Source: an optimization exercise on an open RTL-to-GDS flow (aim: small area and a short achievable clock period). Production flows keep margins and buffers that such runs may drop. Function was checked by simulation only, so behaviour that the tests miss may differ from the original. Power and IR drop assume default switching activity.

<file path="flow/design.v">
module adder_1bit ( 
    input  a,
    input  b,
    input  cin,
    output sum,
    output cout
);
    assign sum  = a ^ b ^ cin;
    assign cout = (a & b) | (b & cin) | (a & cin);
endmodule
module cim_mac_tree (
    input         clk,
    input         rst_n,
    input         mac_en,
    input  [7:0]  col_mux,
    input  [15:0] data_in,
    input  [7:0]  bank0,  bank1,  bank2,  bank3,
                  bank4,  bank5,  bank6,  bank7,
                  bank8,  bank9,  bank10, bank11,
                  bank12, bank13, bank14, bank15,
    output reg [11:0] sum
);
    wire [15:0] en  = data_in & {16{mac_en}};
    wire [7:0]  col = col_mux & {8{~mac_en}};
    wire g0_0 = ~((bank0[0] & en[0]) | (|(bank0 & col)));
    wire g0_1 = ~(bank0[1] & en[0]);
    wire g0_2 = ~(bank0[2] & en[0]);
    wire g0_3 = ~(bank0[3] & en[0]);
    wire g0_4 = ~(bank0[4] & en[0]);
    wire g0_5 = ~(bank0[5] & en[0]);
    wire g0_6 = ~(bank0[6] & en[0]);
    wire g0_7 = ~(bank0[7] & en[0]);
    wire g1_0 = ~((bank1[0] & en[1]) | (|(bank1 & col)));
    wire g1_1 = ~(bank1[1] & en[1]);
    wire g1_2 = ~(bank1[2] & en[1]);
    wire g1_3 = ~(bank1[3] & en[1]);
    wire g1_4 = ~(bank1[4] & en[1]);
    wire g1_5 = ~(bank1[5] & en[1]);
    wire g1_6 = ~(bank1[6] & en[1]);
    wire g1_7 = ~(bank1[7] & en[1]);
    wire g2_0 = ~((bank2[0] & en[2]) | (|(bank2 & col)));
    wire g2_1 = ~(bank2[1] & en[2]);
    wire g2_2 = ~(bank2[2] & en[2]);
    wire g2_3 = ~(bank2[3] & en[2]);
    wire g2_4 = ~(bank2[4] & en[2]);
    wire g2_5 = ~(bank2[5] & en[2]);
    wire g2_6 = ~(bank2[6] & en[2]);
    wire g2_7 = ~(bank2[7] & en[2]);
    wire g3_0 = ~((bank3[0] & en[3]) | (|(bank3 & col)));
    wire g3_1 = ~(bank3[1] & en[3]);
    wire g3_2 = ~(bank3[2] & en[3]);
    wire g3_3 = ~(bank3[3] & en[3]);
    wire g3_4 = ~(bank3[4] & en[3]);
    wire g3_5 = ~(bank3[5] & en[3]);
    wire g3_6 = ~(bank3[6] & en[3]);
    wire g3_7 = ~(bank3[7] & en[3]);
    wire g4_0 = ~((bank4[0] & en[4]) | (|(bank4 & col)));
    wire g4_1 = ~(bank4[1] & en[4]);
    wire g4_2 = ~(bank4[2] & en[4]);
    wire g4_3 = ~(bank4[3] & en[4]);
    wire g4_4 = ~(bank4[4] & en[4]);
    wire g4_5 = ~(bank4[5] & en[4]);
    wire g4_6 = ~(bank4[6] & en[4]);
    wire g4_7 = ~(bank4[7] & en[4]);
    wire g5_0 = ~((bank5[0] & en[5]) | (|(bank5 & col)));
    wire g5_1 = ~(bank5[1] & en[5]);
    wire g5_2 = ~(bank5[2] & en[5]);
    wire g5_3 = ~(bank5[3] & en[5]);
    wire g5_4 = ~(bank5[4] & en[5]);
    wire g5_5 = ~(bank5[5] & en[5]);
    wire g5_6 = ~(bank5[6] & en[5]);
    wire g5_7 = ~(bank5[7] & en[5]);
    wire g6_0 = ~((bank6[0] & en[6]) | (|(bank6 & col)));
    wire g6_1 = ~(bank6[1] & en[6]);
    wire g6_2 = ~(bank6[2] & en[6]);
    wire g6_3 = ~(bank6[3] & en[6]);
    wire g6_4 = ~(bank6[4] & en[6]);
    wire g6_5 = ~(bank6[5] & en[6]);
    wire g6_6 = ~(bank6[6] & en[6]);
    wire g6_7 = ~(bank6[7] & en[6]);
    wire g7_0 = ~((bank7[0] & en[7]) | (|(bank7 & col)));
    wire g7_1 = ~(bank7[1] & en[7]);
    wire g7_2 = ~(bank7[2] & en[7]);
    wire g7_3 = ~(bank7[3] & en[7]);
    wire g7_4 = ~(bank7[4] & en[7]);
    wire g7_5 = ~(bank7[5] & en[7]);
    wire g7_6 = ~(bank7[6] & en[7]);
    wire g7_7 = ~(bank7[7] & en[7]);
    wire g8_0 = ~((bank8[0] & en[8]) | (|(bank8 & col)));
    wire g8_1 = ~(bank8[1] & en[8]);
    wire g8_2 = ~(bank8[2] & en[8]);
    wire g8_3 = ~(bank8[3] & en[8]);
    wire g8_4 = ~(bank8[4] & en[8]);
    wire g8_5 = ~(bank8[5] & en[8]);
    wire g8_6 = ~(bank8[6] & en[8]);
    wire g8_7 = ~(bank8[7] & en[8]);
    wire g9_0 = ~((bank9[0] & en[9]) | (|(bank9 & col)));
    wire g9_1 = ~(bank9[1] & en[9]);
    wire g9_2 = ~(bank9[2] & en[9]);
    wire g9_3 = ~(bank9[3] & en[9]);
    wire g9_4 = ~(bank9[4] & en[9]);
    wire g9_5 = ~(bank9[5] & en[9]);
    wire g9_6 = ~(bank9[6] & en[9]);
    wire g9_7 = ~(bank9[7] & en[9]);
    wire g10_0 = ~((bank10[0] & en[10]) | (|(bank10 & col)));
    wire g10_1 = ~(bank10[1] & en[10]);
    wire g10_2 = ~(bank10[2] & en[10]);
    wire g10_3 = ~(bank10[3] & en[10]);
    wire g10_4 = ~(bank10[4] & en[10]);
    wire g10_5 = ~(bank10[5] & en[10]);
    wire g10_6 = ~(bank10[6] & en[10]);
    wire g10_7 = ~(bank10[7] & en[10]);
    wire g11_0 = ~((bank11[0] & en[11]) | (|(bank11 & col)));
    wire g11_1 = ~(bank11[1] & en[11]);
    wire g11_2 = ~(bank11[2] & en[11]);
    wire g11_3 = ~(bank11[3] & en[11]);
    wire g11_4 = ~(bank11[4] & en[11]);
    wire g11_5 = ~(bank11[5] & en[11]);
    wire g11_6 = ~(bank11[6] & en[11]);
    wire g11_7 = ~(bank11[7] & en[11]);
    wire g12_0 = ~((bank12[0] & en[12]) | (|(bank12 & col)));
    wire g12_1 = ~(bank12[1] & en[12]);
    wire g12_2 = ~(bank12[2] & en[12]);
    wire g12_3 = ~(bank12[3] & en[12]);
    wire g12_4 = ~(bank12[4] & en[12]);
    wire g12_5 = ~(bank12[5] & en[12]);
    wire g12_6 = ~(bank12[6] & en[12]);
    wire g12_7 = ~(bank12[7] & en[12]);
    wire g13_0 = ~((bank13[0] & en[13]) | (|(bank13 & col)));
    wire g13_1 = ~(bank13[1] & en[13]);
    wire g13_2 = ~(bank13[2] & en[13]);
    wire g13_3 = ~(bank13[3] & en[13]);
    wire g13_4 = ~(bank13[4] & en[13]);
    wire g13_5 = ~(bank13[5] & en[13]);
    wire g13_6 = ~(bank13[6] & en[13]);
    wire g13_7 = ~(bank13[7] & en[13]);
    wire g14_0 = ~((bank14[0] & en[14]) | (|(bank14 & col)));
    wire g14_1 = ~(bank14[1] & en[14]);
    wire g14_2 = ~(bank14[2] & en[14]);
    wire g14_3 = ~(bank14[3] & en[14]);
    wire g14_4 = ~(bank14[4] & en[14]);
    wire g14_5 = ~(bank14[5] & en[14]);
    wire g14_6 = ~(bank14[6] & en[14]);
    wire g14_7 = ~(bank14[7] & en[14]);
    wire g15_0 = ~((bank15[0] & en[15]) | (|(bank15 & col)));
    wire g15_1 = ~(bank15[1] & en[15]);
    wire g15_2 = ~(bank15[2] & en[15]);
    wire g15_3 = ~(bank15[3] & en[15]);
    wire g15_4 = ~(bank15[4] & en[15]);
    wire g15_5 = ~(bank15[5] & en[15]);
    wire g15_6 = ~(bank15[6] & en[15]);
    wire g15_7 = ~(bank15[7] & en[15]);
    wire s1, c2;
    wire s3, c4;
    wire s5, c6;
    wire s7, c8;
    wire s9, c10;
    wire s11, c12;
    wire s13, c14;
    wire s15, c16;
    wire s17, c18;
    wire s19, c20;
    wire s21, c22;
    wire s23, c24;
    wire s25, c26;
    wire s27, c28;
    wire s29, c30;
    wire s31, c32;
    wire s33, c34;
    wire s35, c36;
    wire s37, c38;
    wire s39, c40;
    wire s41, c42;
    wire s43, c44;
    wire s45, c46;
    wire s47, c48;
    wire s49, c50;
    wire s51, c52;
    wire s53, c54;
    wire s55, c56;
    wire s57, c58;
    wire s59, c60;
    wire s61, c62;
    wire s63, c64;
    wire s65, c66;
    wire s67, c68;
    wire s69, c70;
    wire s71, c72;
    wire s73, c74;
    wire s75, c76;
    wire s77, c78;
    wire s79, c80;
    wire s81, c82;
    wire s83, c84;
    wire s85, c86;
    wire s87, c88;
    wire s89, c90;
    wire s91, c92;
    wire s93, c94;
    wire s95, c96;
    wire s97, c98;
    wire s99, c100;
    wire s101, c102;
    wire s103, c104;
    wire s105, c106;
    wire s107, c108;
    wire s109, c110;
    wire s111, c112;
    wire s113, c114;
    wire s115, c116;
    wire s117, c118;
    wire s119, c120;
    wire s121, c122;
    wire s123, c124;
    wire s125, c126;
    wire s127, c128;
    wire s129, c130;
    wire s131, c132;
    wire s133, c134;
    wire s135, c136;
    wire s137, c138;
    wire s139, c140;
    wire s141, c142;
    wire s143, c144;
    wire s145, c146;
    wire s147, c148;
    wire s149, c150;
    wire s151, c152;
    wire s153, c154;
    wire s155, c156;
    wire s157, c158;
    wire s159, c160;
    wire s161, c162;
    wire s163, c164;
    wire s165, c166;
    wire s167, c168;
    wire s169, c170;
    wire s171, c172;
    wire s173, c174;
    wire s175, c176;
    wire s177, c178;
    wire s179, c180;
    wire s181, c182;
    wire s183, c184;
    wire s185, c186;
    wire s187, c188;
    wire s189, c190;
    wire s191, c192;
    wire s193, c194;
    wire s195, c196;
    wire s197, c198;
    wire s199, c200;
    wire s201, c202;
    wire s203, c204;
    wire s205, c206;
    wire s207, c208;
    wire s209, c210;
    wire s211, c212;
    wire s213, c214;
    wire s215, c216;
    wire s217, c218;
    adder_1bit u_s1 (.a(g0_0), .b(g1_0), .cin(g2_0), .sum(s1), .cout(c2));
    adder_1bit u_s3 (.a(g3_0), .b(g4_0), .cin(g5_0), .sum(s3), .cout(c4));
    adder_1bit u_s5 (.a(g6_0), .b(g7_0), .cin(g8_0), .sum(s5), .cout(c6));
    adder_1bit u_s7 (.a(g9_0), .b(g10_0), .cin(g11_0), .sum(s7), .cout(c8));
    adder_1bit u_s9 (.a(g12_0), .b(g13_0), .cin(g14_0), .sum(s9), .cout(c10));
    adder_1bit u_s11 (.a(g15_0), .b(s1), .cin(s3), .sum(s11), .cout(c12));
    adder_1bit u_s13 (.a(s5), .b(s7), .cin(s9), .sum(s13), .cout(c14));
    adder_1bit u_s15 (.a(g0_1), .b(g1_1), .cin(g2_1), .sum(s15), .cout(c16));
    adder_1bit u_s17 (.a(g3_1), .b(g4_1), .cin(g5_1), .sum(s17), .cout(c18));
    adder_1bit u_s19 (.a(g6_1), .b(g7_1), .cin(g8_1), .sum(s19), .cout(c20));
    adder_1bit u_s21 (.a(g9_1), .b(g10_1), .cin(g11_1), .sum(s21), .cout(c22));
    adder_1bit u_s23 (.a(g12_1), .b(g13_1), .cin(g14_1), .sum(s23), .cout(c24));
    adder_1bit u_s25 (.a(g15_1), .b(s15), .cin(s17), .sum(s25), .cout(c26));
    adder_1bit u_s27 (.a(s19), .b(s21), .cin(s23), .sum(s27), .cout(c28));
    adder_1bit u_s29 (.a(s25), .b(s27), .cin(c2), .sum(s29), .cout(c30));
    adder_1bit u_s31 (.a(c4), .b(c6), .cin(c8), .sum(s31), .cout(c32));
    adder_1bit u_s33 (.a(g0_2), .b(g1_2), .cin(g2_2), .sum(s33), .cout(c34));
    adder_1bit u_s35 (.a(g3_2), .b(g4_2), .cin(g5_2), .sum(s35), .cout(c36));
    adder_1bit u_s37 (.a(g6_2), .b(g7_2), .cin(g8_2), .sum(s37), .cout(c38));
    adder_1bit u_s39 (.a(g9_2), .b(g10_2), .cin(g11_2), .sum(s39), .cout(c40));
    adder_1bit u_s41 (.a(g12_2), .b(g13_2), .cin(g14_2), .sum(s41), .cout(c42));
    adder_1bit u_s43 (.a(g15_2), .b(c16), .cin(c18), .sum(s43), .cout(c44));
    adder_1bit u_s45 (.a(c20), .b(c22), .cin(c24), .sum(s45), .cout(c46));
    adder_1bit u_s47 (.a(s33), .b(s35), .cin(s37), .sum(s47), .cout(c48));
    adder_1bit u_s49 (.a(s39), .b(s41), .cin(c26), .sum(s49), .cout(c50));
    adder_1bit u_s51 (.a(c28), .b(s43), .cin(s45), .sum(s51), .cout(c52));
    adder_1bit u_s53 (.a(g0_3), .b(g1_3), .cin(g2_3), .sum(s53), .cout(c54));
    adder_1bit u_s55 (.a(g3_3), .b(g4_3), .cin(g5_3), .sum(s55), .cout(c56));
    adder_1bit u_s57 (.a(g6_3), .b(g7_3), .cin(g8_3), .sum(s57), .cout(c58));
    adder_1bit u_s59 (.a(g9_3), .b(g10_3), .cin(g11_3), .sum(s59), .cout(c60));
    adder_1bit u_s61 (.a(g12_3), .b(g13_3), .cin(g14_3), .sum(s61), .cout(c62));
    adder_1bit u_s63 (.a(g15_3), .b(c34), .cin(c36), .sum(s63), .cout(c64));
    adder_1bit u_s65 (.a(c38), .b(c40), .cin(c42), .sum(s65), .cout(c66));
    adder_1bit u_s67 (.a(s53), .b(s55), .cin(s57), .sum(s67), .cout(c68));
    adder_1bit u_s69 (.a(s59), .b(s61), .cin(c44), .sum(s69), .cout(c70));
    adder_1bit u_s71 (.a(c46), .b(c48), .cin(s63), .sum(s71), .cout(c72));
    adder_1bit u_s73 (.a(g0_4), .b(g1_4), .cin(g2_4), .sum(s73), .cout(c74));
    adder_1bit u_s75 (.a(g3_4), .b(g4_4), .cin(g5_4), .sum(s75), .cout(c76));
    adder_1bit u_s77 (.a(g6_4), .b(g7_4), .cin(g8_4), .sum(s77), .cout(c78));
    adder_1bit u_s79 (.a(g9_4), .b(g10_4), .cin(g11_4), .sum(s79), .cout(c80));
    adder_1bit u_s81 (.a(g12_4), .b(g13_4), .cin(g14_4), .sum(s81), .cout(c82));
    adder_1bit u_s83 (.a(g15_4), .b(c54), .cin(c56), .sum(s83), .cout(c84));
    adder_1bit u_s85 (.a(c58), .b(c60), .cin(c62), .sum(s85), .cout(c86));
    adder_1bit u_s87 (.a(s73), .b(s75), .cin(s77), .sum(s87), .cout(c88));
    adder_1bit u_s89 (.a(s79), .b(s81), .cin(c64), .sum(s89), .cout(c90));
    adder_1bit u_s91 (.a(c66), .b(c68), .cin(s83), .sum(s91), .cout(c92));
    adder_1bit u_s93 (.a(g0_5), .b(g1_5), .cin(g2_5), .sum(s93), .cout(c94));
    adder_1bit u_s95 (.a(g3_5), .b(g4_5), .cin(g5_5), .sum(s95), .cout(c96));
    adder_1bit u_s97 (.a(g6_5), .b(g7_5), .cin(g8_5), .sum(s97), .cout(c98));
    adder_1bit u_s99 (.a(g9_5), .b(g10_5), .cin(g11_5), .sum(s99), .cout(c100));
    adder_1bit u_s101 (.a(g12_5), .b(g13_5), .cin(g14_5), .sum(s101), .cout(c102));
    adder_1bit u_s103 (.a(g15_5), .b(c74), .cin(c76), .sum(s103), .cout(c104));
    adder_1bit u_s105 (.a(c78), .b(c80), .cin(c82), .sum(s105), .cout(c106));
    adder_1bit u_s107 (.a(s93), .b(s95), .cin(s97), .sum(s107), .cout(c108));
    adder_1bit u_s109 (.a(s99), .b(s101), .cin(c84), .sum(s109), .cout(c110));
    adder_1bit u_s111 (.a(c86), .b(c88), .cin(s103), .sum(s111), .cout(c112));
    adder_1bit u_s113 (.a(g0_6), .b(g1_6), .cin(g2_6), .sum(s113), .cout(c114));
    adder_1bit u_s115 (.a(g3_6), .b(g4_6), .cin(g5_6), .sum(s115), .cout(c116));
    adder_1bit u_s117 (.a(g6_6), .b(g7_6), .cin(g8_6), .sum(s117), .cout(c118));
    adder_1bit u_s119 (.a(g9_6), .b(g10_6), .cin(g11_6), .sum(s119), .cout(c120));
    adder_1bit u_s121 (.a(g12_6), .b(g13_6), .cin(g14_6), .sum(s121), .cout(c122));
    adder_1bit u_s123 (.a(g15_6), .b(c94), .cin(c96), .sum(s123), .cout(c124));
    adder_1bit u_s125 (.a(c98), .b(c100), .cin(c102), .sum(s125), .cout(c126));
    adder_1bit u_s127 (.a(s113), .b(s115), .cin(s117), .sum(s127), .cout(c128));
    adder_1bit u_s129 (.a(s119), .b(s121), .cin(c104), .sum(s129), .cout(c130));
    adder_1bit u_s131 (.a(c106), .b(c108), .cin(s123), .sum(s131), .cout(c132));
    adder_1bit u_s133 (.a(g0_7), .b(g1_7), .cin(g2_7), .sum(s133), .cout(c134));
    adder_1bit u_s135 (.a(g3_7), .b(g4_7), .cin(g5_7), .sum(s135), .cout(c136));
    adder_1bit u_s137 (.a(g6_7), .b(g7_7), .cin(g8_7), .sum(s137), .cout(c138));
    adder_1bit u_s139 (.a(g9_7), .b(g10_7), .cin(g11_7), .sum(s139), .cout(c140));
    adder_1bit u_s141 (.a(g12_7), .b(g13_7), .cin(g14_7), .sum(s141), .cout(c142));
    adder_1bit u_s143 (.a(g15_7), .b(c114), .cin(c116), .sum(s143), .cout(c144));
    adder_1bit u_s145 (.a(c118), .b(c120), .cin(c122), .sum(s145), .cout(c146));
    adder_1bit u_s147 (.a(s133), .b(s135), .cin(s137), .sum(s147), .cout(c148));
    adder_1bit u_s149 (.a(s139), .b(s141), .cin(c124), .sum(s149), .cout(c150));
    adder_1bit u_s151 (.a(c126), .b(c128), .cin(s143), .sum(s151), .cout(c152));
    adder_1bit u_s153 (.a(c134), .b(c136), .cin(c138), .sum(s153), .cout(c154));
    adder_1bit u_s155 (.a(c140), .b(c142), .cin(c144), .sum(s155), .cout(c156));
    adder_1bit u_s157 (.a(c146), .b(c148), .cin(s153), .sum(s157), .cout(c158));
    reg  [48:0] r1;
    wire [48:0] d1 = {c158, c156, c154, s157, s155, c152, c150, s151, s149, c132, c130, s147, s145, s131, s129, c112, c110, s127, s125, s111, s109, c92, c90, s107, s105, s91, s89, c72, c70, s87, s85, s71, s69, c52, c50, s67, s65, c32, c30, s51, s49, s47, s31, s29, c14, c12, c10, s13, s11};
    adder_1bit u_s159 (.a(r1[2]), .b(r1[3]), .cin(r1[4]), .sum(s159), .cout(c160));
    adder_1bit u_s161 (.a(r1[5]), .b(r1[6]), .cin(s159), .sum(s161), .cout(c162));
    adder_1bit u_s163 (.a(r1[7]), .b(r1[8]), .cin(r1[9]), .sum(s163), .cout(c164));
    adder_1bit u_s165 (.a(r1[10]), .b(r1[11]), .cin(c160), .sum(s165), .cout(c166));
    adder_1bit u_s167 (.a(s163), .b(c162), .cin(s165), .sum(s167), .cout(c168));
    adder_1bit u_s169 (.a(r1[12]), .b(r1[13]), .cin(r1[14]), .sum(s169), .cout(c170));
    adder_1bit u_s171 (.a(r1[15]), .b(r1[16]), .cin(r1[17]), .sum(s171), .cout(c172));
    adder_1bit u_s173 (.a(c164), .b(s169), .cin(s171), .sum(s173), .cout(c174));
    adder_1bit u_s175 (.a(c166), .b(s173), .cin(c168), .sum(s175), .cout(c176));
    adder_1bit u_s177 (.a(r1[18]), .b(r1[19]), .cin(r1[20]), .sum(s177), .cout(c178));
    adder_1bit u_s179 (.a(r1[21]), .b(r1[22]), .cin(r1[23]), .sum(s179), .cout(c180));
    adder_1bit u_s181 (.a(c170), .b(c172), .cin(s177), .sum(s181), .cout(c182));
    adder_1bit u_s183 (.a(s179), .b(c174), .cin(s181), .sum(s183), .cout(c184));
    adder_1bit u_s185 (.a(r1[24]), .b(r1[25]), .cin(r1[26]), .sum(s185), .cout(c186));
    adder_1bit u_s187 (.a(r1[27]), .b(r1[28]), .cin(r1[29]), .sum(s187), .cout(c188));
    adder_1bit u_s189 (.a(c178), .b(c180), .cin(s185), .sum(s189), .cout(c190));
    adder_1bit u_s191 (.a(s187), .b(c182), .cin(s189), .sum(s191), .cout(c192));
    adder_1bit u_s193 (.a(r1[30]), .b(r1[31]), .cin(r1[32]), .sum(s193), .cout(c194));
    adder_1bit u_s195 (.a(r1[33]), .b(r1[34]), .cin(r1[35]), .sum(s195), .cout(c196));
    adder_1bit u_s197 (.a(c186), .b(c188), .cin(s193), .sum(s197), .cout(c198));
    adder_1bit u_s199 (.a(s195), .b(c190), .cin(s197), .sum(s199), .cout(c200));
    adder_1bit u_s201 (.a(r1[36]), .b(r1[37]), .cin(r1[38]), .sum(s201), .cout(c202));
    adder_1bit u_s203 (.a(r1[39]), .b(r1[40]), .cin(r1[41]), .sum(s203), .cout(c204));
    adder_1bit u_s205 (.a(c194), .b(c196), .cin(s201), .sum(s205), .cout(c206));
    adder_1bit u_s207 (.a(s203), .b(c198), .cin(s205), .sum(s207), .cout(c208));
    adder_1bit u_s209 (.a(r1[42]), .b(r1[43]), .cin(r1[44]), .sum(s209), .cout(c210));
    adder_1bit u_s211 (.a(r1[45]), .b(c202), .cin(c204), .sum(s211), .cout(c212));
    adder_1bit u_s213 (.a(s209), .b(c206), .cin(s211), .sum(s213), .cout(c214));
    adder_1bit u_s215 (.a(r1[46]), .b(r1[47]), .cin(r1[48]), .sum(s215), .cout(c216));
    adder_1bit u_s217 (.a(c210), .b(s215), .cin(c212), .sum(s217), .cout(c218));
    wire [11:0] rowA = {1'b1, c216, c214, c208, c200, c192, c184, s183, s175, s167, s161, r1[0]};
    wire [11:0] rowB = {1'b1, c218, s217, s213, s207, s199, s191, c176, 1'b1, 1'b1, 1'b1, r1[1]};
    wire [11:0] tot = ~(rowA + rowB + 12'd1);
    reg first;
    always @(posedge clk or negedge rst_n) begin
        if (!rst_n) first <= 1'b1;
        else        first <= 1'b0;
    end
    always @(posedge clk) r1 <= d1;
    always @(posedge clk or negedge rst_n) begin
        if (!rst_n) sum <= 12'd0;
        else        sum <= first ? 12'd0 : tot;
    end
endmodule
</file>
<file path="flow/flow/run.sh">
#!/bin/bash
# The standard layout (the standard.sh, unchanged synthesis), with the
# port buffers made of the smallest buffer instead of the default choice.
set -o pipefail
export BUFFER_PORTS_ARGS="-buffer_cell sky130_fd_sc_hd__buf_1"
bash standard.sh finish > standard_flow.log 2>&1
</file>
<file path="flow/standard.sh">
#!/bin/bash
# synth_recipe.tcl (not shown) runs the flow's synth.tcl, then flattens the netlist and writes it again
# the make line also repeats each setting of config.mk as NAME=value (left out here)
make -C /OpenROAD-flow-scripts/flow DESIGN_CONFIG=/design/flow/config.mk WORK_HOME=/design/flow/orfs CLKGATE_MAP_FILE= SYNTH_SCRIPT=/design/flow/synth_recipe.tcl "${@:-finish}"
</file>
<file path="flow/config.mk">
export PLATFORM = sky130hd
export DESIGN_NAME = cim_mac_tree
export DESIGN_NICKNAME = cim_mac_tree
export VERILOG_FILES = /design/flow/design.v
export SDC_FILE = /design/flow/constraint.sdc
export NUM_CORES = 4
export LEC_CHECK = 0
export CAP_MARGIN = 20
export CORE_MARGIN = 2
export CORE_UTILIZATION = 40
export SETUP_SLACK_MARGIN = 4.5
export SLEW_MARGIN = 20
export SYNTH_HIERARCHICAL = 1
</file>
<file path="flow/constraint.sdc">
create_clock -name core_clock -period 8.0 [get_ports {clk}]
set_input_delay 1.6000 -clock core_clock [delete_from_list [all_inputs] [get_ports {clk}]]
set_output_delay 1.6000 -clock core_clock [all_outputs]
set_load 0.01 [all_outputs]
</file>
==> results.txt, run 1 <==
Flow run
The max-cap violation count is 0.

Routing
After detailed routing, the average wire length per cell comes to between 20 and 25 um. The routed via count divided by cell count is ~5.6. The count of nets left with antenna violations after detail routing is 0.

The overall routed net length is 20.9 mm. The pre-antenna-repair detailed-routing pass consisted of 6 iterations. The remaining routing DRC violations is 0. For this block, the initial DRC count from the detailed router was 470. The detailed router placed slightly below 5000 vias in this run.

Die
The chip height is around 120 um. The starting utilization of the core area is 0.407. In this run the horizontal extent of the chip is ~120 um. The total area inside the core boundary comes to about 13000 sq um. In this run the count of I/O pins placed on the die edge is ~170. The number of rows created at floorplan is 42. The die covers 14300 sq um.

Logic synthesis
After synthesis, the largest family of logic cells by area is adder cells. The synthesized netlist occupies a cell area of 5350 sq um. The post-synthesis share of cell area spent on and, or, nand and nor gates is 0.148. In this run, synthesis produced a sequential element count of slightly above 60. The mux share of post-synthesis cell area is 0.00679. The biggest area consumer among synthesized cells is fa_1. In this run, synthesis inferred 0 flip-flops with an integrated enable. The Yosys warning count is 7. The number of nets in the synthesized netlist is between 700 and 800.

By area the synthesized netlist is led by fa_1 41%, dfxtp_1 18%, nand2_1 10%, dfrtp_1 5.6%, a22oi_1 4.5%. The compound-gate portion of the synthesized area is 0.135. The most used flip-flop cell after synthesis is dfxtp_1. Of the total synthesized cell area, the portion taken by full adders, half adders and majority gates is 0.429. The sequential area share after synthesis is 0.245. Of the total synthesized cell area, the portion taken by XOR and XNOR cells is 0.00819. The commonest cells after synthesis are 147 x nand2_1, 109 x fa_1, 49 x dfxtp_1. The number of instances in the synthesized netlist is between 500 and 600. The share of synthesized area in the top cell type comes to 0.408. In this run the mean area of a mapped cell was roughly 10 sq um. In the synthesized netlist the async set-or-reset flop fraction comes to 0.210. The most numerous cell in the Yosys netlist is nand2_1.

In this run, distinct cell masters in the synthesized netlist total 35.

Timing
Setup repair after global routing could not meet its margin everywhere. For the pin with the worst max-slew slack, the measured transition is between 0.7 and 0.8 ns. Of the available clock period, the critical path in the final layout requires 0.435. The final number of max-transition violations is 0. The accumulated negative setup slack is 0 ns. The worst path meets setup with roughly 4.5 ns of slack. The number of failing setup endpoints in the final timing report is 0. The count of endpoints failing hold in the final timing report is 0.

For the final database, setup skew stands at 0.00967 ns. In this run the tightest slew margin relative to its limit is 0.510. The achievable clock frequency is between 200 and 300 MHz. The routed design could run at a clock period as short as between 3 and 4 ns.

Placement
The total instance count after detailed placement is approximately 820. The placed wire-length estimate is roughly 18 mm. Prior to clock tree synthesis, the placed netlist has a worst setup slack of 3.75 ns.

The placed cell area is 6150 sq um. The final weighted congestion of routability-driven global placement is 1.03. During placement, the flow inserted port buffers numbering between 150 and 200.

GRT
The initial antenna violation count is 2. The via count of the first global-routing pass is about 5200. Across every metal layer, demand over resource in global routing totals 0.296.

The total congestion overflow after global routing is 0. Entering global routing, the biggest net connects 24 pins. The global-route wire length before repair is 30.6 mm.

Run status
The run finished with no timing, DRC or antenna violations.

Clocking
The clock net in this run drives a total of 62 sinks. The number of buffers inserted for hold repair after clock tree synthesis is 0. The clock tree synthesis step divided the H-tree into 3 levels. The cell chosen for the clock root is clkbuf_16. In this run, CTS created clock tree buffers numbering 9. TritonCTS built the clock tree.

The longest clock path from root to sink contains 2 buffers. After clock tree synthesis, the clock-pin slew on the worst setup and hold paths is around 0.050 ns. The clock latency reported for the late side of the worst-skew pair is 0.33 ns.

Power and ir drop
The peak supply drop is 0.000192 V. The total power divided by cell area is approximately 320 nW/um^2. The static leakage is 2.29 nW.

Cells and area
The post-layout instance area is roughly 6800 sq um. The share of final-layout standard cells stronger than drive strength 1 is 0.147. For this run, the post-layout net count is 946.

The layout overhead on the synthesized area is 27.3%. Excluding fillers, the count of instances in the completed layout stands at between 800 and 900.

Worst setup path
At the worst endpoint, the required time is roughly 8.2 ns. Measured in cells, the most critical reg-to-reg path has a length of 8. In this run the critical register-to-register path is captured at sum[9]. The worst-path maximum fanout is 16. STA classifies the critical path endpoint as a flop. The start point of the critical path is col_mux[2]. The worst setup path is of the in -> reg kind. The worst setup slack for register-to-register paths is around 4.5 ns. The arrival time reported for the critical path endpoint is between 3 and 4 ns. In this run the critical register-to-register path is launched from r1[3]. STA classifies the critical path startpoint as an input pin.

Worst hold path
The end of the worst hold path is sum[5]. The class of the tightest hold or removal check is reg -> reg. The count of cells along the worst hold path is 1. The launch point of the worst hold path is first.
## kinds of logic after synthesis
| logic type | Yosys count |
|---|---|
| AOI/OAI and AO/OA | 99 |
| xor gates and xnor gates | 5 |
| adders and majority gates | 118 |
| buffers and inverters | 39 |
| DFF | 62 |
| muxes | 3 |
| other | 1 |
| and+or+nand+nor | 187 |
## sequential cells by signal, summed over array words and instances (netlist names)
name   count
sum       12
first      1
r1        49
## layout by cell type (no fill, tap or decap), types with 4 or more instances in the layout
| cell | netlist | layout |
|---|---|---|
| o21a_1 | 4 | 4 |
| a31oi_1 | 18 | 18 |
| buf_4 | 0 | 9 |
| fa_1 | 109 | 86 |
| o21ai_0 | 4 | 4 |
| nand2b_1 | 5 | 4 |
| a222oi_1 | 16 | 16 |
| ha_1 | 9 | 8 |
| dfrtp_1 | 12 | 12 |
| a21oi_1 | 20 | 18 |
| nand2_1 | 147 | 137 |
| nand2_2 | 0 | 9 |
| buf_1 | 0 | 158 |
| clkbuf_16 | 0 | 11 |
| nor2_1 | 7 | 7 |
| buf_12 | 0 | 6 |
| nor2b_1 | 4 | 4 |
| fa_2 | 0 | 23 |
| and2_4 | 0 | 15 |
| inv_1 | 4 | 4 |
| dfxtp_1 | 49 | 48 |
| a22oi_1 | 32 | 32 |
## through the flow
stage                     hold WS [ns]  utilization  total power (W)
after floorplan                  0.559            -          0.00137
after global placement           0.574        0.468          0.00162
after detailed placement         0.610        0.468          0.00167
after CTS                        0.621        0.503          0.00213
after global routing             0.651        0.518          0.00236
final                            0.618        0.518          0.00220
## final cells by class
class | instances | area (sq um)
fillers | 1256 | 6330
multi-input cells | 413 | 4030
flip-flops and latches | 62 | 1310
repair buffers | 183 | 925
clock buffers | 14 | 285
well taps | 176 | 220
inverters | 4 | 15.0
clock inverters | 2 | 12.5
diodes | 1 | 2.50
## power breakdown
part / leakage (nW) / internal, W / total [W] / switching, W
clock network: 0.144 / 0.000245 / 0.000381 / 0.000136
registers: 0.575 / 0.000397 / 0.000436 / 0.0000388
logic: 1.58 / 0.000646 / 0.00138 / 0.000739
## per-module statistics from Yosys (local to each module, per instance)
| module | cell area (sq um) | times used | flops+latches |
|---|---|---|---|
| cim_mac_tree | 3160 | 1 | 62 |
| adder_1bit | 20.0 | 109 | 0 |
## critical path, stage by stage
cell,delay (ns)
buf_2,0.24
a222oi_1,0.43
a31oi_1,0.21
a21oi_1,0.22
fa_1,0.47
fa_1,0.48
## worst max-delay path by stage
stage	endpoint	slack (ns)	cells after the start
5_1_grt	sum[9]	4.49	8
3_3_place_gp	r1[5]	3.74	7
2_1_floorplan	r1[5]	4.31	8
3_5_place_dp	r1[5]	3.75	7
6_report	r1[1]	4.52	6
4_1_cts	r1[5]	4.49	7
## metal layers
layer	wire length, um	global-route usage	share of wire	vias up
met4	902	0.118	0.043	2
li1	-	-	-	2058
met5	12	0	0.00057	-
met1	8120	0.374	0.39	2391
met3	1640	0.0485	0.078	51
met2	10200	0.509	0.49	304
## timing repair
item	CTS	global route
pin swaps	10	19
buffers inserted	2	11
setup endpoints to repair	38	12
cloned	2	1
resized for setup	56	16
==> run 2, diff against run 1 <==
--- a/flow/config.mk
+++ b/flow/config.mk
@@ -9,3 +9,4 @@
 export CORE_MARGIN = 2
-export CORE_UTILIZATION = 40
+export CORE_UTILIZATION = 65
+export CTS_BUF_LIST = sky130_fd_sc_hd__clkbuf_4
 export SETUP_SLACK_MARGIN = 4.5
==> run 2 against run 1 <==
Compared with the run above: cell count decreased by 9.7%; register-to-register slack worse by 0.03 ns; largest cell class unchanged; area after synthesis unchanged; first-iteration DRC count increased by 110%; highest routed layer unchanged; sequential cell count unchanged; largest power group unchanged; global-route usage grew 20 points; clock power fell by 43%; via count rose by 13%; still clean.
==> results.txt, run 2 <==
Routing
The detail-routed net length per standard cell is 29.8 um (+22%). The overall routed net length is 23.0 mm (+10%). The count of nets left with antenna violations after detail routing came to 0 (unchanged).

The remaining routing DRC violations is 0 (unchanged). The first-iteration detailed-routing DRC count was 986 (+110%). The routed via count divided by cell count was 7.01 (+25%). The via count was 5414 (+13%). The length of the first detailed-routing pass in iterations is 9 (+3).

Timing
The max-slew headroom at the worst pin is 0.463 (-0.0469). The accumulated negative setup slack is 0 ns (unchanged). The count of endpoints failing hold in the final timing report is 0 (unchanged). Setup repair after global routing could not meet its margin everywhere. The transition time at the pin with the least slew margin came to 0.806 ns (+0.0704 ns). The number of failing setup endpoints in the final timing report is 0 (unchanged). The achievable clock frequency is 267 MHz (-6.9%).

The final number of max-transition violations was 0 (unchanged). The final worst clock skew came to 0.0103 ns (+0.000665 ns). The final critical-path required period is 3.74 ns (+0.259 ns). The post-route clock period utilization is 0.468 (+0.0323).

Placement
The number of input and output port buffers inserted was 166 (unchanged). The placed wire-length estimate came to 16.8 mm (-4.6%). The total instance count after detailed placement was 751 (-8.6%). The final weighted congestion of routability-driven global placement is 0.995 (-3.7%). The placed cell area is 6060 sq um (-1.4%).

Clocking
The buffer depth of the longest clock path is 2 (unchanged). The clock latency reported for the late side of the worst-skew pair was 0.41 ns (+0.08 ns). The cell sitting at the root of the clock tree is a clkbuf_4. The CTS buffer count is 9 (unchanged). The depth of the CTS H-tree is 3 (unchanged). The clock transition at the registers of the reported paths is 0.11 ns (+0.06 ns).

The number of clock sinks is 62 (unchanged). The number of buffers inserted for hold repair after clock tree synthesis was 0 (unchanged). TritonCTS built the clock tree.

Worst setup path
The delay of the slowest cell on the worst path was 0.67 ns (+0.19 ns). On the critical path the largest part of the delay comes from compound AO/OA/AOI/OAI gates. The worst endpoint required time is 8.29 ns (+0.09 ns). The worst-path maximum fanout is 16 (unchanged). The arrival time reported for the critical path endpoint is 4.03 ns (+0.35 ns).

Traced cell by cell, the critical path runs through clkdlybuf4s15_2, a22oi_1, a31oi_1, a21oi_1, fa_1, fa_1. The critical path's slowest cell is a22oi_1. The cell that appears most often on the critical path is fa_1.

The critical path buffer and inverter count was 1 (unchanged). The setup path with the least slack is of type in -> reg. The worst setup path is launched from an input pin. The sort of element at the end of the critical path is a flop.

Logic synthesis
The biggest area consumer among synthesized cells is fa_1. The commonest cells after synthesis are 147 x nand2_1, 109 x fa_1, 49 x dfxtp_1. The number of nets in the synthesized netlist was 787 (unchanged). The number of flops mapped to enable cells by yosys was 0 (unchanged). The portion of synthesized cell area occupied by the leading cell type is 0.408 (unchanged).

The post-synthesis instance area was 5350 sq um (unchanged). By area the synthesized netlist is led by fa_1 41%, dfxtp_1 18%, nand2_1 10%, dfrtp_1 5.6%, a22oi_1 4.5%. The average instance area after synthesis is 10.4 sq um (unchanged). In the synthesized netlist the dominant register cell turns out to be dfxtp_1. The post-synthesis register bit count came to 62 (unchanged). The number of instances in the synthesized netlist is 514 (unchanged).

The sequential area share after synthesis is 0.245 (unchanged). The most numerous cell in the Yosys netlist is nand2_1. The Yosys warning count is 7 (unchanged). The distinct cell type count after synthesis is 35 (unchanged).

The share of async-settable or async-resettable flops after synthesis is 0.210 (unchanged).

Cells and area
The count of non-filler cells in the finished layout is 772 (-9.7%). The final net count is 934 (-1.3%). Compared with the post-synthesis result, the final layout area differs by 19.6%.

The largest registers in the layout are r1: 49 flops, sum: 12 flops, first: 1 flops. In the layout the commonest cells are 158 x buf_1, 137 x nand2_1, 84 x fa_1. The register ranked first by flip-flop count is r1. The library cell used most frequently in the layout, excluding fill and tap cells, is buf_1.

The share of final-layout standard cells stronger than drive strength 1 was 0.137 (-0.0109). The number of flip-flops under the largest register name is 49 (unchanged). The post-route core utilization is 0.790 (+0.272). The post-layout instance area came to 6390 sq um (-6.1%).

GRT
The total congestion overflow after global routing came to 0 (unchanged). The via count of the first global-routing pass is 5611 (+8.8%). The initial antenna violation count was 1 (-1). The maximum number of pins on one net before global-route repair is 25 (+4.2%).

The global-route usage over all layers was 0.496 (+0.200). The global-route wire length before repair is 31.0 mm (+1.3%).

Power and ir drop
The static leakage is 2.13 nW (-6.9%). The total power divided by cell area was 356 nW/um^2 (+10%). The peak supply drop is 0.000249 V (+30%).

Die
The chip height came to 94.7 um (-21%). The starting utilization of the core area came to 0.660 (+0.254). The floorplan die area is 8960 sq um (-37%). The die outline width is 94.7 um (-21%).

The count of boundary I/O pins is 167 (unchanged). The area of the core is 8090 sq um (-38%). The number of rows created at floorplan is 33 (-21%).

Flow run
The max-cap violation count is 0 (unchanged).

Run status
The flow ran to the end and the layout has no timing, DRC or antenna violations.

Worst hold path
The tightest min-delay check is of the reg -> reg type.
## run 2: cell counts after synthesis
No cell type changed its count.
## run 2: cells by family after synthesis
logic type,share of synthesized area
adders and majority gates,0.429
xor gates and xnor gates,0.00819
other,0.000702
DFF,0.245
and+or+nand+nor,0.148
AOI/OAI and AO/OA,0.135
muxes,0.00679
buffers and inverters,0.0274
## run 2: report_power, final
| group | switching, W | internal [W] | leakage [nW] | total [W] |
|---|---|---|---|---|
| sequential | 0.0000446 | 0.000396 | 0.575 | 0.000440 |
| combinational | 0.000958 | 0.000660 | 1.49 | 0.00162 |
| clock | 0.000126 | 0.0000931 | 0.0731 | 0.000219 |
## run 2: cell type report
type,count,area [sq um]
multi-input cells,413,4040
fillers,481,1700
repair buffers,171,758
clock buffers,9,67.6
diodes,1,2.50
inverters,4,15.0
flip-flops and latches,62,1310
clock inverters,7,65.1
well taps,105,131
## run 2: worst register-to-register path: stages (launching register included)
cell	delay, ns
dfxtp_1	0.34
fa_2	0.41
fa_1	0.46
fa_2	0.37
fa_2	0.50
or4b_4	0.61
a21oi_4	0.22
o31a_4	0.18
mux2_4	0.31
## run 2: stage by stage
step | setup slack, ns | total power, W | hold slack, ns
3_3_place_gp | 3.84 | 0.00158 | 0.567
2_1_floorplan | 4.31 | 0.00137 | 0.559
6_report | 4.26 | 0.00228 | 0.612
3_5_place_dp | 3.75 | 0.00174 | 0.593
5_1_grt | 4.24 | 0.00239 | 0.649
4_1_cts | 4.48 | 0.00204 | 0.619
## run 2: what timing repair did
action                     CTS  global route
setup endpoints to repair   35            22
gates resized for setup     31            29
pin swaps                    3            12
cloned                       1             1
buffers inserted             0             2
## run 2: routing by layer
| layer | up-vias | wire length (um) | GRT usage |
|---|---|---|---|
| li1 | 2029 | - | - |
| met1 | 2508 | 6830 | 0.552 |
| met2 | 661 | 10400 | 0.778 |
| met3 | 214 | 3450 | 0.183 |
| met4 | 2 | 2360 | 0.368 |
| met5 | - | 36 | 0.0119 |
## run 2: path summary, 6_finish.rpt
kind                            slack (ns)  endpoint        from  cells past startpoint
worst max-delay path                  4.26     r1[1]  col_mux[3]                      6
worst min-delay path                  0.61    sum[0]       r1[1]                      3
worst max register to register        4.50    sum[9]       r1[2]                      8
worst min register to register        0.61    sum[0]       r1[1]                      3
max in group asynchronous             6.26    sum[2]       rst_n                      1
min in group asynchronous             1.23   sum[11]       rst_n                      1
## run 2: per-module statistics from Yosys (local to each module, per instance)
module        cells  cell area (sq um)  times used  flip-flops and latches
adder_1bit        1               20.0         109                       0
cim_mac_tree    405               3160           1                      62
==> run 3, diff against run 2 <==
--- a/flow/design.v
+++ b/flow/design.v
@@ -20,3 +20,3 @@
                   bank12, bank13, bank14, bank15,
-    output reg [11:0] sum
+    output [11:0] sum
 );
@@ -375,12 +375,19 @@
     wire [11:0] tot = ~(rowA + rowB + 12'd1);
-    reg first;
+    reg  [11:0] s2;
+    wire [11:0] s2sum = s2;
+    reg first, valid;
     always @(posedge clk or negedge rst_n) begin
-        if (!rst_n) first <= 1'b1;
-        else        first <= 1'b0;
+        if (!rst_n) begin
+            first <= 1'b1;
+            valid <= 1'b0;
+        end else begin
+            first <= 1'b0;
+            valid <= ~first;
+        end
     end
-    always @(posedge clk) r1 <= d1;
-    always @(posedge clk or negedge rst_n) begin
-        if (!rst_n) sum <= 12'd0;
-        else        sum <= first ? 12'd0 : tot;
+    always @(posedge clk) begin
+        r1 <= d1;
+        s2 <= tot;
     end
+    assign sum = s2sum & {12{valid}};
 endmodule
--- a/flow/config.mk
+++ b/flow/config.mk
@@ -9,3 +9,3 @@
 export CORE_MARGIN = 2
-export CORE_UTILIZATION = 65
+export CORE_UTILIZATION = 60
 export CTS_BUF_LIST = sky130_fd_sc_hd__clkbuf_4
==> run 3 against run 2 <==
Compared with the run above: register-to-register slack better by 0.04 ns; still clean; global-route usage is 10 points lower; worst setup slack better by 0.27 ns; cell count is 1.0% lower; hold slack worse by 0.16 ns; critical path depth stayed put; synthesized cell count is 2.1% lower; highest routed layer is now met4; combinational power is 11% lower; cell area is 0.92% lower; sequential share of layout area is 0.34 points lower; largest cell class unchanged; critical endpoint is now r1[5].
==> results.txt, run 3 <==
Logic synthesis
The post-synthesis instance area is 5320 sq um (-0.56%). The biggest area consumer among synthesized cells is fa_1. The most numerous cell in the Yosys netlist is nand2_1. The sequential area share after synthesis is 0.239 (-0.00521). The compound-gate portion of the synthesized area was 0.129 (-0.00583). By count the netlist is led by 115 x nand2_1, 109 x fa_1, 61 x dfxtp_1. The mux share of post-synthesis cell area is 0.00377 (-0.00302). By area, the combinational part of the netlist is dominated by adder cells. The average instance area after synthesis is 10.6 sq um (+1.6%). The post-synthesis share of cell area spent on and, or, nand and nor gates came to 0.153 (+0.00507). The post-synthesis register bit count came to 63 (+1.6%). The portion of synthesized cell area occupied by the leading cell type is 0.411 (+0.00231).

By area the synthesized netlist is led by fa_1 41%, dfxtp_1 23%, nand2_1 8.1%, a22oi_1 4.7%, and2_1 3.3%. For this run, the leading register cell type out of synthesis is dfxtp_1. The Yosys warning count is 7 (unchanged). The distinct cell type count after synthesis came to 40 (+14%). The share of the synthesized netlist area taken by xor and xnor gates is 0.0132 (+0.00499). The share of async-settable or async-resettable flops after synthesis is 0.0317 (-0.178). The number of instances in the synthesized netlist came to 503 (-2.1%). The adder-cell share of the synthesized area is 0.432 (+0.00243).

The number of nets in the synthesized netlist is 776 (-1.4%). The number of flops mapped to enable cells by yosys is 0 (unchanged).

Clocking
The clock latency reported for the late side of the worst-skew pair is 0.41 ns (about the same). The buffer depth of the longest clock path is 2 (unchanged). The number of clock sinks is 63 (+1.6%). The clock transition at the registers of the reported paths is 0.12 ns (about the same).

The cell chosen for the clock root is clkbuf_4. The depth of the CTS H-tree came to 3 (unchanged). The CTS buffer count is 9 (unchanged). TritonCTS built the clock tree.

Cells and area
The share of final-layout standard cells stronger than drive strength 1 is 0.149 (+0.0128). The number of flip-flops under the largest register name is 49 (unchanged). The sequential standard cell area is 1270 sq um (-2.6%). The final net count came to 924 (-1.1%). The area used by multi-input combinational logic is 4120 sq um (+2.0%). The count of non-filler cells in the finished layout is 764 (-1.0%). The total of fill cells in the finished design is 634 (+32%). The post-route core utilization was 0.733 (-0.0565). In the layout the commonest cells are 165 x buf_1, 102 x nand2_1, 82 x fa_1.

The library cell used most frequently in the layout, excluding fill and tap cells, is buf_1. The final antenna diode count is 0 (-1). The layout overhead on the synthesized area is 19.1%. The largest registers in the layout are r1: 49 flops, s2: 12 flops. The register ranked first by flip-flop count is r1.

Die
The starting utilization of the core area is 0.615 (-0.0450). The chip height is 98.1 um (+3.6%). The count of boundary I/O pins was 167 (unchanged). The area of the core is 8640 sq um (+6.7%). The floorplan die area is 9630 sq um (+7.4%). The number of rows created at floorplan came to 34 (+3.0%). The die outline width was 98.1 um (+3.6%).

Timing
The number of failing setup endpoints in the final timing report is 0 (unchanged). The achievable clock frequency was 288 MHz (+7.7%). The post-route clock period utilization is 0.434 (-0.0334). The transition time at the pin with the least slew margin is 0.656 ns (-0.150 ns). The max-slew headroom at the worst pin is 0.561 (+0.0978). The final worst clock skew is 0.0184 ns (+0.00803 ns).

The final critical-path required period is 3.48 ns (-0.267 ns). The accumulated negative setup slack was 0 ns (unchanged). The final number of max-transition violations is 0 (unchanged).

The worst setup slack after layout is 4.52 ns (+0.267 ns). The count of endpoints failing hold in the final timing report is 0 (unchanged). The worst hold-check slack came to 0.447 ns (-0.165 ns). Setup repair after global routing left no endpoint under its margin.

Placement
The total instance count after detailed placement is 747 (-0.53%). The final weighted congestion of routability-driven global placement is 1.04 (+4.4%). The post-placement setup slack is 3.50 ns (-0.257 ns). The placed wire-length estimate came to 15.8 mm (-6.4%). The number of input and output port buffers inserted is 166 (unchanged).

GRT
The global-route wire length before repair is 27.8 mm (-10%). The initial antenna violation count is 0 (-1). The maximum number of pins on one net before global-route repair is 25 (unchanged). The total congestion overflow after global routing was 0 (unchanged). The via count of the first global-routing pass is 5273 (-6.0%). The global-route usage over all layers was 0.394 (-0.102).

Worst setup path
The startpoint class of the critical path is an input pin. The worst-path maximum fanout is 24 (+8). The worst setup slack for register-to-register paths came to 4.54 ns (+0.04 ns). The worst setup path is captured at a flop. The arrival time reported for the critical path endpoint is 3.83 ns (-0.20 ns).

The critical path is of the in -> reg type. The worst endpoint required time is 8.36 ns (+0.07 ns).

Power and ir drop
The peak supply drop is 0.000278 V (+12%). The static leakage is 2.00 nW (-6.2%). The total power divided by cell area is 331 nW/um^2 (-7.2%).

Worst hold path
In this run the worst hold path is classified as reg -> reg.

Run status
The run finished with no timing, DRC or antenna violations.

Routing
The routed via count divided by cell count is 6.37 (-9.2%). The remaining routing DRC violations is 0 (unchanged). The detail-routed net length per standard cell is 24.5 um (-18%). The via count is 4866 (-10%). The overall routed net length is 18.7 mm (-19%).

The first-iteration detailed-routing DRC count came to 350 (-65%). The count of nets left with antenna violations after detail routing came to 0 (unchanged). The length of the first detailed-routing pass in iterations came to 8 (-1).

Flow run
The max-cap violation count is 0 (unchanged).
-- run 3: changes by cell type after synthesis, sizes merged, moves of 5 or more --
cell / delta
a222oi: -14
o21ai: +12
nand3: +14
nor2b: +5
dfxtp: +12
a31oi: -16
nor2: -6
nand2: -32
a21oi: -15
and2: +12
a22o: +14
dfrtp: -11
a211oi: +13
-- run 3: layout make-up --
class,count,share of cell area
multi-input cells,401,0.651
flip-flops and latches,63,0.201
repair buffers,171,0.106
well taps,108,0.0213
clock buffers,10,0.0119
clock inverters,6,0.00593
inverters,5,0.00296
-- run 3: critical path, stage by stage --
cell	delay, ns
buf_6	0.19
and2_2	0.30
nand2_1	0.10
fa_1	0.49
fa_1	0.58
fa_1	0.56
-- run 3: final timing paths --
path,start,depth (start not counted),to
max in group asynchronous,rst_n,1,first
max reg2reg,r1[2],8,s2[7]
min reg2reg,first,1,valid
max,mac_en,6,r1[5]
min,first,1,valid
min in group asynchronous,rst_n,1,valid
-- run 3: stage by stage --
step / total power, W / area (sq um)
final: 0.00209 / 6330
after global routing: 0.00219 / 6330
after CTS: 0.00200 / 6300
after detailed placement: 0.00171 / 6130
after global placement: 0.00159 / 6120
after floorplan: 0.00136 / 5590
-- run 3: where the power goes --
part / total [W] / internal, W / switching [W]
Sequential: 0.000466 / 0.000421 / 0.0000455
Combinational: 0.00144 / 0.000639 / 0.000798
Clock: 0.000190 / 0.0000657 / 0.000124
Total: 0.00209 / 0.00113 / 0.000968
-- run 3: repair_timing --
action / CTS / global route
hold buffers: 0 / 0
endpoints found under the hold margin: 0 / 0
resized for setup: 23 / 7
setup buffers: 0 / 1
pin swaps: 0 / 2
endpoints found under the setup margin: 44 / 16
-- run 3: kinds of logic after synthesis --
kind of cell / after synthesis
AOI/OAI and AO/OA: 95
and+or+nand+nor: 177
DFF: 63
muxes: 2
xor gates and xnor gates: 8
adders and majority gates: 118
buffers and inverters: 39
other: 1
-- run 3: metal layers --
metal	track usage	share of wire	vias to the layer above
li1	-	-	1982
met1	0.443	0.34	2402
met2	0.695	0.50	399
met3	0.108	0.11	83
met4	0.183	0.052	0
met5	0	0	-
-- run 3: per-module statistics from Yosys, one instance, submodules excluded --
module,times used,cell area [sq um],cells
adder_1bit,109,20.0,1
cim_mac_tree,1,3130,394
==> run 4, diff against run 3 <==
--- a/flow/config.mk
+++ b/flow/config.mk
@@ -10,3 +10,3 @@
 export CORE_UTILIZATION = 60
-export CTS_BUF_LIST = sky130_fd_sc_hd__clkbuf_4
+export CTS_BUF_LIST = sky130_fd_sc_hd__clkbuf_2 sky130_fd_sc_hd__clkbuf_4
 export SETUP_SLACK_MARGIN = 4.5
==> run 4 against run 3 <==
Compared with the run above: maximum frequency unchanged; via count unchanged; clock skew did not move; cell area unchanged; global-route usage unchanged; utilization unchanged; cell count stayed put; area after synthesis is the same; count of clock-buffer cells in the layout unchanged; wire length unchanged; combinational power hardly changed; sequential power about the same.
==> results.txt, run 4 <==
Logic synthesis
The post-synthesis instance area is 5320 sq um (unchanged). The Yosys warning count is 7 (unchanged). The largest total area in the synthesized netlist belongs to fa_1. The distinct cell type count after synthesis was 40 (unchanged). The number of nets in the synthesized netlist is 776 (unchanged). The number of flops mapped to enable cells by yosys came to 0 (unchanged). The average instance area after synthesis came to 10.6 sq um (unchanged). The share of async-settable or async-resettable flops after synthesis came to 0.0317 (unchanged). The number of instances in the synthesized netlist is 503 (unchanged). The most numerous cell in the Yosys netlist is nand2_1.

The most used flip-flop cell after synthesis is dfxtp_1. In the synthesized netlist, the cells that appear most often are 115 x nand2_1, 109 x fa_1, 61 x dfxtp_1. The portion of synthesized cell area occupied by the leading cell type is 0.411 (unchanged). The post-synthesis register bit count is 63 (unchanged).

The sequential area share after synthesis was 0.239 (unchanged). Yosys attributes the largest share of cell area to fa_1 41%, dfxtp_1 23%, nand2_1 8.1%, a22oi_1 4.7%, and2_1 3.3%.

Timing
The transition time at the pin with the least slew margin is 0.656 ns (unchanged). The final critical-path required period came to 3.48 ns (unchanged). The post-route clock period utilization is 0.434 (unchanged). The worst hold-check slack is 0.447 ns (unchanged). The accumulated negative setup slack is 0 ns (unchanged).

Setup repair after global routing left no endpoint under its margin. The count of endpoints failing hold in the final timing report is 0 (unchanged). The max-slew headroom at the worst pin was 0.561 (unchanged). The number of failing setup endpoints in the final timing report is 0 (unchanged). The final number of max-transition violations came to 0 (unchanged). The achievable clock frequency is 288 MHz (unchanged). The final worst clock skew was 0.0184 ns (unchanged).

Cells and area
The total of fill cells in the finished design is 634 (unchanged). The top cell types in the final layout, fill and taps aside, are 165 x buf_1, 102 x nand2_1, 82 x fa_1. Leaving out fill and tap cells, the most frequent cell in the layout is buf_1. The largest registers in the layout are r1: 49 flops, s2: 12 flops.

The register ranked first by flip-flop count is r1. The share of final-layout standard cells stronger than drive strength 1 is 0.149 (unchanged). The final net count is 924 (unchanged).

The post-layout instance area is 6330 sq um (unchanged). The post-route core utilization was 0.733 (unchanged). The final antenna diode count is 0 (unchanged). The number of flip-flops under the largest register name was 49 (unchanged). The layout overhead on the synthesized area is 19.1% (unchanged).

Die
The area of the core was 8640 sq um (unchanged). The number of rows created at floorplan is 34 (unchanged). The starting utilization of the core area is 0.615 (unchanged). The chip height is 98.1 um (unchanged). The count of boundary I/O pins is 167 (unchanged). The die outline width is 98.1 um (unchanged).

The floorplan die area came to 9630 sq um (unchanged).

Worst setup path
The startpoint class of the critical path is an input pin. The worst endpoint required time is 8.36 ns (about the same). The sort of element at the end of the critical path is a flop.

The worst-path maximum fanout is 24 (unchanged). The arrival time reported for the critical path endpoint is 3.83 ns (about the same). The type of the worst setup path is in -> reg.

Routing
The routed via count divided by cell count is 6.37 (unchanged). The via count is 4866 (unchanged). The first-iteration detailed-routing DRC count is 350 (unchanged). The overall routed net length is 18.7 mm (unchanged).

The detail-routed net length per standard cell came to 24.5 um (unchanged). The count of nets left with antenna violations after detail routing came to 0 (unchanged). The remaining routing DRC violations is 0 (unchanged). The length of the first detailed-routing pass in iterations is 8 (unchanged).

GRT
The global-route wire length before repair is 27.8 mm (unchanged). The total congestion overflow after global routing was 0 (unchanged). The global-route usage over all layers is 0.394 (unchanged). The initial antenna violation count is 0 (unchanged).

The maximum number of pins on one net before global-route repair is 25 (unchanged). The via count of the first global-routing pass is 5273 (unchanged).

Placement
The final weighted congestion of routability-driven global placement is 1.04 (unchanged). The placed wire-length estimate is 15.8 mm (unchanged). The number of input and output port buffers inserted is 166 (unchanged). The placed cell area was 6130 sq um (unchanged).

Power and ir drop
The static leakage was 2.00 nW (unchanged). The total power consumption of the routed design is 0.00209 W (unchanged). The total power divided by cell area is 331 nW/um^2 (unchanged). The peak supply drop is 0.000278 V (unchanged).

Clocking
The buffer depth of the longest clock path is 2 (unchanged). The cell chosen for the clock root is clkbuf_4. The clock transition at the registers of the reported paths was 0.12 ns (about the same).

The CTS buffer count is 9 (unchanged). The depth of the CTS H-tree is 3 (unchanged). The CTS tree is yes. The clock latency reported for the late side of the worst-skew pair is 0.41 ns (about the same).

The number of clock sinks is 63 (unchanged). The number of buffers inserted for hold repair after clock tree synthesis was 0 (unchanged).

Worst hold path
The min-delay analysis places its worst path in the category reg -> reg.

Run status
The flow ran to the end and the layout has no timing, DRC or antenna violations.

Flow run
The max-cap violation count is 0 (unchanged).
-- run 4: stage by stage --
stage / setup slack [ns] / cells
after detailed placement: 3.50 / 747
after global routing: 4.50 / 764
after global placement: 3.30 / 747
after CTS: 4.52 / 763
after floorplan: 4.30 / 503
final: 4.52 / 764
-- run 4: worst max-delay path, cell delays in order --
cell,delay (ns)
buf_6,0.19
and2_2,0.30
nand2_1,0.10
fa_1,0.49
fa_1,0.58
fa_1,0.56
-- run 4: final cells by class --
type	instances	area, sq um	share of cell area
repair buffers	171	668	0.106
inverters	5	18.8	0.00296
clock buffers	10	75.1	0.0119
clock inverters	6	37.5	0.00593
multi-input cells	401	4120	0.651
flip-flops and latches	63	1270	0.201
well taps	108	135	0.0213
-- run 4: worst paths after layout --
check	end	start	cells after the start	slack, ns
setup / recovery	r1[5]	mac_en	6	4.52
hold / removal	valid	first	1	0.45
setup reg to reg	s2[7]	r1[2]	8	4.54
hold reg to reg	valid	first	1	0.45
max in group asynchronous	first	rst_n	1	6.84
min in group asynchronous	valid	rst_n	1	0.95
-- run 4: metal layers --
layer,wire length (um),vias to the layer above,global-route usage
met5,0,-,0
met4,969,0,0.183
met3,1980,83,0.108
met2,9370,399,0.695
met1,6390,2402,0.443
li1,-,1982,-
-- run 4: kinds of logic after synthesis --
group,count (synthesis),synth area share
mux,2,0.00377
buf+inv,39,0.0290
fa+ha+maj,118,0.432
flops,63,0.239
simple gates,177,0.153
xor+xnor,8,0.0132
compound gates,95,0.129
other cells,1,0.000706
-- run 4: Yosys stat by module, one instance, submodules excluded --
module	flops+latches	cells inside	cell area (sq um)	times used
adder_1bit	0	1	20.0	109
cim_mac_tree	63	394	3130	1
-- run 4: where the power goes --
part	switching [W]	total, W	internal [W]
Combinational	0.000798	0.00144	0.000639
Sequential	0.0000455	0.000466	0.000421
Clock	0.000124	0.000190	0.0000657
-- run 4: what timing repair did --
action,in CTS,in global routing
resized for setup,23,7
setup buffers,0,1
setup endpoints to repair,44,16
pin swaps,0,2
==> run 5, diff against run 4 <==
--- a/flow/config.mk
+++ b/flow/config.mk
@@ -10,3 +10,3 @@
 export CORE_UTILIZATION = 60
-export CTS_BUF_LIST = sky130_fd_sc_hd__clkbuf_2 sky130_fd_sc_hd__clkbuf_4
+export CTS_BUF_LIST = sky130_fd_sc_hd__clkbuf_4 sky130_fd_sc_hd__clkbuf_8
 export SETUP_SLACK_MARGIN = 4.5
==> run 5 against run 4 <==
Compared with the run above: first-iteration DRC count is 14% higher; wire length shrank 0.22%; cell count shrank 0.13%; still clean on timing, DRC and antenna; non-clock buffer count down 1; count of clock-buffer cells in the layout up 1; sequential power hardly changed; largest power group unchanged.
==> results.txt, run 5 <==
Die
The starting utilization of the core area is 0.615 (unchanged). The count of boundary I/O pins is 167 (unchanged). The chip height is 98.1 um (unchanged). The number of rows created at floorplan is 34 (unchanged). The floorplan die area was 9630 sq um (unchanged). The area of the core is 8640 sq um (unchanged).

The die outline width is 98.1 um (unchanged).

GRT
The global-route usage over all layers was 0.398 (+0.00429). The global-route wire length before repair is 28.1 mm (+1.1%). The initial antenna violation count is 1 (+1). The maximum number of pins on one net before global-route repair came to 25 (unchanged). The total congestion overflow after global routing is 0 (unchanged).

The via count of the first global-routing pass came to 5367 (+1.8%).

Logic synthesis
The distinct cell type count after synthesis was 40 (unchanged). The average instance area after synthesis is 10.6 sq um (unchanged). For this run, the leading register cell type out of synthesis is dfxtp_1. The adder-cell share of the synthesized area came to 0.432 (unchanged). The mux share of post-synthesis cell area came to 0.00377 (unchanged). The post-synthesis instance area is 5320 sq um (unchanged). The sequential area share after synthesis is 0.239 (unchanged). Among all cell types in the netlist, the one instantiated most often is nand2_1. The portion of synthesized cell area occupied by the leading cell type is 0.411 (unchanged). The number of instances in the synthesized netlist is 503 (unchanged).

The combinational family with the most area after synthesis is adder cells. The compound-gate portion of the synthesized area is 0.129 (unchanged). The share of async-settable or async-resettable flops after synthesis came to 0.0317 (unchanged). Sorting the synthesized cells by how often they occur yields 115 x nand2_1, 109 x fa_1, 61 x dfxtp_1. The Yosys warning count is 7 (unchanged).

The post-synthesis share of cell area spent on and, or, nand and nor gates is 0.153 (unchanged). The number of nets in the synthesized netlist is 776 (unchanged). The number of flops mapped to enable cells by yosys is 0 (unchanged). The share of the synthesized netlist area taken by xor and xnor gates is 0.0132 (unchanged). The biggest area consumer among synthesized cells is fa_1. By area the synthesized netlist is led by fa_1 41%, dfxtp_1 23%, nand2_1 8.1%, a22oi_1 4.7%, and2_1 3.3%.

The post-synthesis register bit count is 63 (unchanged).

Cells and area
The largest registers in the layout are r1: 49 flops, s2: 12 flops. The final antenna diode count is 0 (unchanged). Leaving out fill and tap cells, the most frequent cells in the layout are 165 x buf_1, 102 x nand2_1, 81 x fa_1. The total of fill cells in the finished design was 625 (-1.4%).

The sequential standard cell area is 1270 sq um (unchanged). Ranked by flip-flop count, first place goes to r1. The layout overhead on the synthesized area is 20.9%. The final net count is 923 (-0.11%). The area used by multi-input combinational logic is 4150 sq um (+0.64%). The number of flip-flops under the largest register name is 49 (unchanged). The most frequent standard cell in the layout excluding fill and tap cells is buf_1. The share of final-layout standard cells stronger than drive strength 1 was 0.156 (+0.00633).

The count of non-filler cells in the finished layout was 763 (-0.13%).

Power and ir drop
The design internal power was 0.00117 W (+3.7%). The sequential cell fraction of total power is 0.217 (-0.006). The peak supply drop is 0.000298 V (+7.2%).

The total power divided by cell area is 335 nW/um^2 (+1.2%). The power spent charging and discharging nets came to 0.000983 W (+1.5%). The static leakage came to 2.04 nW (+1.9%). The switching portion of total power is 0.457 (-0.00532). The combinational share of power is 0.664 (-0.022). The part of the power in the clock network was 0.118 (+0.027).

Timing
The max-slew headroom at the worst pin is 0.655 (+0.0942). The transition time at the pin with the least slew margin is 0.517 ns (-0.139 ns). Setup repair after global routing could not meet its margin everywhere.

The number of failing setup endpoints in the final timing report is 0 (unchanged). The final critical-path required period is 3.46 ns (-0.0123 ns). The worst setup slack after layout is 4.54 ns (+0.0123 ns). The final worst clock skew is 0.00854 ns (-0.00982 ns). The achievable clock frequency is 289 MHz (+0.35%). The accumulated negative setup slack was 0 ns (unchanged). The final number of max-transition violations came to 0 (unchanged).

The count of endpoints failing hold in the final timing report is 0 (unchanged). The post-route clock period utilization was 0.433 (-0.00154).

Routing
The first-iteration detailed-routing DRC count is 398 (+14%). The count of nets left with antenna violations after detail routing is 0 (unchanged). The wire length on met3 is 1.83 mm (-7.9%). The remaining routing DRC violations is 0 (unchanged). The overall routed net length was 18.7 mm (-0.22%). The total routed wire length on the met1 layer was 6.43 mm (+0.52%).

The detail-routed net length per standard cell is 24.5 um (about the same). The via count is 4788 (-1.6%). The routed via count divided by cell count came to 6.28 (-1.5%). The length of the first detailed-routing pass in iterations came to 5 (-3). The top layer reached by signal wires is met5. The met2 routed wirelength is 9.29 mm (-0.91%).

Worst setup path
The count of cells along the worst register-to-register path is 8 (unchanged). By startpoint and endpoint, the worst setup path is classified as reg -> reg. The startpoint class of the critical path is a flop. STA classifies the critical path endpoint as a flop. The arrival time reported for the critical path endpoint was 3.69 ns (-0.14 ns). The critical path's slowest cell is or4b_4. The startpoint of the worst register-to-register path is r1[4]. The critical path goes through fa_1, fa_2, fa_1, fa_2, or4b_4, a22oi_1, a21oi_1, xnor2_1. The worst-path maximum fanout is 3 (-88%). The delay of the slowest cell on the worst path is 0.57 ns (about the same). The start point of the critical path is r1[4]. The worst endpoint required time is 8.23 ns (-0.13 ns).

Clocking
The clock latency reported for the late side of the worst-skew pair is 0.34 ns (-0.07 ns). The CTS buffer count is 9 (unchanged). The number of post-CTS setup repair buffers came to 0 (unchanged). The number of clock sinks was 63 (unchanged). TritonCTS built the clock tree. In this run the clock root is driven by a clkbuf_8. The buffer depth of the longest clock path is 2 (unchanged). The depth of the CTS H-tree was 3 (unchanged). The clock transition at the registers of the reported paths is 0.07 ns (-0.05 ns).

Worst hold path
The class of the tightest hold or removal check is reg -> reg. The startpoint identified for the worst hold timing path is first. The count of cells along the worst hold path is 1 (unchanged).

Run status
The run finished with no timing, DRC or antenna violations.

Placement
The final weighted congestion of routability-driven global placement is 1.04 (unchanged). The placed wire-length estimate was 15.8 mm (unchanged). The post-placement setup slack came to 3.50 ns (unchanged).

The total instance count after detailed placement is 747 (unchanged). The number of input and output port buffers inserted is 166 (unchanged).

Flow run
The max-cap violation count was 0 (unchanged).
## run 5: cell counts after synthesis
No cell type changed its count.
## run 5: timing repair
action                                  4_1_cts  5_1_grt
hold buffers                                  0        0
pin swaps                                     0        5
gates resized for setup                      28       15
endpoints found under the setup margin       50       14
cloned                                        0        0
## run 5: Yosys stat by module, one instance, submodules excluded
module | copies in the design | cells
adder_1bit | 109 | 1
cim_mac_tree | 1 | 394
## run 5: area by class of cell
class,count,area share
multi-input cells,401,0.646
flip-flops and latches,63,0.198
repair buffers,170,0.104
clock buffers,11,0.0226
well taps,108,0.0210
clock inverters,5,0.00526
inverters,5,0.00292
## run 5: kinds of logic (layout without fill, tap and decap cells)
kind of cell,after synthesis,count (layout)
xor gates and xnor gates,8,8
muxes,2,2
buffers and inverters,39,191
other,1,1
AOI/OAI and AO/OA,95,95
and+or+nand+nor,177,177
adders and majority gates,118,118
DFF,63,63
## run 5: worst paths after layout
check	slack (ns)	to
worst max-delay path	4.54	s2[9]
worst min-delay path	0.44	valid
worst max register to register	4.54	s2[9]
worst min register to register	0.44	valid
max in group asynchronous	6.77	first
min in group asynchronous	1.02	valid
## run 5: worst max-delay path, delay by kind of cell (launching register included)
kind	cells	cell delay, ns
adder cells (fa/ha/maj)	4	1.88
flip-flops	1	0.35
AND/OR/NAND/NOR	1	0.57
XOR/XNOR	1	0.14
AO/OA/AOI/OAI	2	0.42
## run 5: per-layer routing
layer,GRT usage,vias to the layer above
li1,-,1980
met1,0.447,2339
met2,0.702,371
met3,0.105,96
met4,0.196,2
met5,0,-
## run 5: power groups by stage
stage | logic, W | clock network, W | registers [W]
global route | 0.00152 | 0.000268 | 0.000472
floorplan | 0.000911 | 0 | 0.000453
finish | 0.00143 | 0.000254 | 0.000468
CTS | 0.00132 | 0.000253 | 0.000465
global placement | 0.00113 | 0 | 0.000464
detailed placement | 0.00124 | 0 | 0.000472
## run 5: through the flow
step | instance area, sq um | util | power (W) | hold slack, ns
6_report | 6430 | 0.744 | 0.00215 | 0.437
5_1_grt | 6430 | 0.744 | 0.00226 | 0.459
4_1_cts | 6370 | 0.737 | 0.00204 | 0.437
3_5_place_dp | 6130 | 0.709 | 0.00171 | 0.419
3_3_place_gp | 6120 | 0.709 | 0.00159 | 0.412
2_1_floorplan | 5590 | - | 0.00136 | 0.405

Re-timed with assumed drivers on the ports (clkbuf_16 on the clock, buf_2 on other inputs), run 5 has 4.537 ns of setup slack against 4.537 ns with ideal ports, and 4.187 ns once port delays also move by the mid clock arrival of 0.376 ns.
